From an optimization exercise on the open Yosys and OpenROAD flow, aimed at small area, a short achievable clock period and few clock cycles per item; shortcuts taken in it are not production practice. Power figures rest on the tool's default switching activity, not on a simulated workload.

## lane 1
==> flow/design.v (excerpt) <==
module top_module#(
    parameter S_AXI_DATA_WIDTH  = 32,
    parameter S_AXI_ADDR_WIDTH  = 32,
    parameter S_AXI_MEM_DEPTH   = 8  
)(
    input                               s_axi_clk,
    input                               s_axi_resetn,
    input                               s_axi_awvalid,
    input      [S_AXI_ADDR_WIDTH-1:0]   s_axi_awaddr,
    output                              s_axi_awready,
    input                               s_axi_wvalid,
    input      [S_AXI_DATA_WIDTH-1:0]   s_axi_wdata,
    input      [S_AXI_DATA_WIDTH/8-1:0] s_axi_wstrb,
    output                              s_axi_wready,
    input                               s_axi_bready,
    output      [1:0]                   s_axi_bresp,
    output                              s_axi_bvalid,
    input                               s_axi_arvalid,
    input      [S_AXI_ADDR_WIDTH-1:0]   s_axi_araddr,
    output                              s_axi_arready,
    input                               s_axi_rready,
    output     [S_AXI_DATA_WIDTH-1:0]   s_axi_rdata,
    output      [1:0]                   s_axi_rresp,
    output                              s_axi_rvalid
    );
==> module s_axi_lite, before the edit <==
module s_axi_lite #(
    parameter S_AXI_DATA_WIDTH  = 32,
    parameter S_AXI_ADDR_WIDTH  = 32,
    parameter S_AXI_MEM_DEPTH   = 8
)
(
    input                               s_axi_clk,
    input                               s_axi_resetn,
    input                               s_axi_awvalid,
    input      [S_AXI_ADDR_WIDTH-1:0]   s_axi_awaddr,
    output                              s_axi_awready,
    input                               s_axi_wvalid,
    input      [S_AXI_DATA_WIDTH-1:0]   s_axi_wdata,
    input      [S_AXI_DATA_WIDTH/8-1:0] s_axi_wstrb,
    output                              s_axi_wready,
    input                               s_axi_bready,
    output      [1:0]                   s_axi_bresp,
    output                              s_axi_bvalid,
    input                               s_axi_arvalid,
    input      [S_AXI_ADDR_WIDTH-1:0]   s_axi_araddr,
    output                              s_axi_arready,
    input                               s_axi_rready,
    output     [S_AXI_DATA_WIDTH-1:0]   s_axi_rdata,
    output      [1:0]                   s_axi_rresp,
    output                              s_axi_rvalid
);
reg                        bvalid;
reg                        berr;
reg                        rvalid;
reg                        rerr;
reg [S_AXI_DATA_WIDTH-1:0] rdata;
reg [S_AXI_DATA_WIDTH-1:0] slv_mem [0:S_AXI_MEM_DEPTH-1];
integer i, j;
wire b_free  = ~bvalid | s_axi_bready;
wire r_free  = ~rvalid | s_axi_rready;
wire wr      = s_axi_awvalid & s_axi_wvalid & b_free;
wire rd      = s_axi_arvalid & r_free;
wire aw_err  = (s_axi_awaddr >> 2) >= S_AXI_MEM_DEPTH;
wire ar_err  = (s_axi_araddr >> 2) >= S_AXI_MEM_DEPTH;
wire [$clog2(S_AXI_MEM_DEPTH)-1:0] aw_idx = s_axi_awaddr[2 +: $clog2(S_AXI_MEM_DEPTH)];
wire [$clog2(S_AXI_MEM_DEPTH)-1:0] ar_idx = s_axi_araddr[2 +: $clog2(S_AXI_MEM_DEPTH)];
assign s_axi_awready = s_axi_wvalid  & b_free;
assign s_axi_wready  = s_axi_awvalid & b_free;
assign s_axi_bvalid  = bvalid;
assign s_axi_bresp   = {berr, 1'b0};
assign s_axi_arready = r_free;
assign s_axi_rvalid  = rvalid;
assign s_axi_rdata   = rdata;
assign s_axi_rresp   = {rerr, 1'b0};
always @(posedge s_axi_clk) begin
    if (!s_axi_resetn) begin
        bvalid <= 1'b0;
    end else if (wr) begin
        bvalid <= 1'b1;
        berr   <= aw_err;
    end else if (s_axi_bready) begin
        bvalid <= 1'b0;
    end
end
always @(posedge s_axi_clk) begin
    if (!s_axi_resetn) begin
        rvalid <= 1'b0;
    end else if (rd) begin
        rvalid <= 1'b1;
        rerr   <= ar_err;
        rdata  <= ar_err ? {S_AXI_DATA_WIDTH{1'b0}} : slv_mem[ar_idx];
    end else if (s_axi_rready) begin
        rvalid <= 1'b0;
    end
end
wire [S_AXI_DATA_WIDTH-1:0] wd = s_axi_wdata & {S_AXI_DATA_WIDTH{s_axi_resetn}};
reg  [S_AXI_DATA_WIDTH/8-1:0] ben [0:S_AXI_MEM_DEPTH-1];
always @(*) begin
    for (i = 0; i < S_AXI_MEM_DEPTH; i = i + 1)
        for (j = 0; j < S_AXI_DATA_WIDTH/8; j = j + 1)
            ben[i][j] = ~s_axi_resetn | (wr & ~aw_err & (aw_idx == i) & s_axi_wstrb[j]);
end
always @(posedge s_axi_clk) begin
    for (i = 0; i < S_AXI_MEM_DEPTH; i = i + 1)
        for (j = 0; j < S_AXI_DATA_WIDTH/8; j = j + 1)
            if (ben[i][j])
                slv_mem[i][8*j +: 8] <= wd[8*j +: 8];
end
endmodule
Settings: LEC_CHECK=0, CAP_MARGIN=20, CORE_MARGIN=2, CORE_UTILIZATION=40, SLEW_MARGIN=20; clock period 4.0 ns.
run.sh (not shown) runs the stock make flow with config.mk's settings and CLKGATE_MAP_FILE= SYNTH_SCRIPT=/design/flow/synth_recipe.tcl, a recipe that flattens the netlist after the stock synthesis.
The following lists how lane 2 was set up differently from lane 1:
--- a/flow/design.v
+++ b/flow/design.v
@@ -66,24 +66,19 @@
         rerr   <= ar_err;
         rdata  <= ar_err ? {S_AXI_DATA_WIDTH{1'b0}} : slv_mem[ar_idx];
     end else if (s_axi_rready) begin
         rvalid <= 1'b0;
     end
 end
-wire [S_AXI_DATA_WIDTH-1:0] wd = s_axi_wdata & {S_AXI_DATA_WIDTH{s_axi_resetn}};
-reg  [S_AXI_DATA_WIDTH/8-1:0] ben [0:S_AXI_MEM_DEPTH-1];
-always @(*) begin
-    for (i = 0; i < S_AXI_MEM_DEPTH; i = i + 1)
-        for (j = 0; j < S_AXI_DATA_WIDTH/8; j = j + 1)
-            ben[i][j] = ~s_axi_resetn | (wr & ~aw_err & (aw_idx == i) & s_axi_wstrb[j]);
-end
 always @(posedge s_axi_clk) begin
     for (i = 0; i < S_AXI_MEM_DEPTH; i = i + 1)
         for (j = 0; j < S_AXI_DATA_WIDTH/8; j = j + 1)
-            if (ben[i][j])
-                slv_mem[i][8*j +: 8] <= wd[8*j +: 8];
+            if (!s_axi_resetn)
+                slv_mem[i][8*j +: 8] <= 8'd0;
+            else if (wr && !aw_err && aw_idx == i && s_axi_wstrb[j])
+                slv_mem[i][8*j +: 8] <= s_axi_wdata[8*j +: 8];
 end
 endmodule
 `timescale 1ns / 1ps
 module top_module#(
     parameter S_AXI_DATA_WIDTH  = 32,
     parameter S_AXI_ADDR_WIDTH  = 32,
==> comparison <==
The final layouts of lane 2 and lane 1 pass the timing, design-rule and antenna checks. Summary of lane 2 over lane 1: worst hold slack lost 0.089 ns, final critical-path required period lost 0.012 ns, distinct cell type count of the synthesized netlist picked up an extra 6. Note that the total power draw recorded for lane 1 amounts to 1.10 times the value seen in lane 2. Compared with lane 1, in lane 2 worst path setup slack after routing now sits higher; horizontal die dimension now larger; wire length +about 37%. On global-route usage: between lane 2 and lane 1, it ends up higher for lane 2. The global-route wire length before repair of lane 2 was inferior to that of lane 1. For the count of inverters other than clock inverters in the layout, lane 2 came in 1 higher than lane 1 did. Lane 1 ended up with fewer cell instances than lane 2 did. Comparing lane 2 and lane 1, the higher total net switching power is on lane 1. Relative to lane 1, proportion of layout cells with a drive suffix above 1 has gone up in lane 2. Largest family of logic cells by synthesized area: multiplexers -> lane 2, simple AND/OR/NAND/NOR gates -> lane 1.
Function was not checked in any run of this note: the RTL went through the layout flow alone.

## what the ideal ports hide
Ports are ideal in the flow. The routed layouts listed here were re-timed in OpenROAD.
Step 1, drivers: a clkbuf_16 drives s_axi_clk and a buf_2 each remaining input, both assumed.
Step 2 also shifts input and output timing later by t, the mid clock arrival at the registers, as if the neighbouring blocks saw the same clock.
Three values: ideal, step 1, step 2; two values: the first two.
run | t (ns) | slack for setup (ns) | worst setup path at the end | slew at the worst register clock pin (ns) | pins driven straight from the clock port
lane 1 | 0.587 | 1.119 / 1.096 / 0.737 | input to register | 0.07 / 0.07 | 1
lane 2 | 0.604 | 1.131 / 1.093 / 0.617 | input to register | 0.06 / 0.06 | 1
After both steps every run listed still meets setup and hold. For lane 2, which loses most, drivers alone change the setup slack by -0.038 ns; drivers and shift together by -0.514 ns.
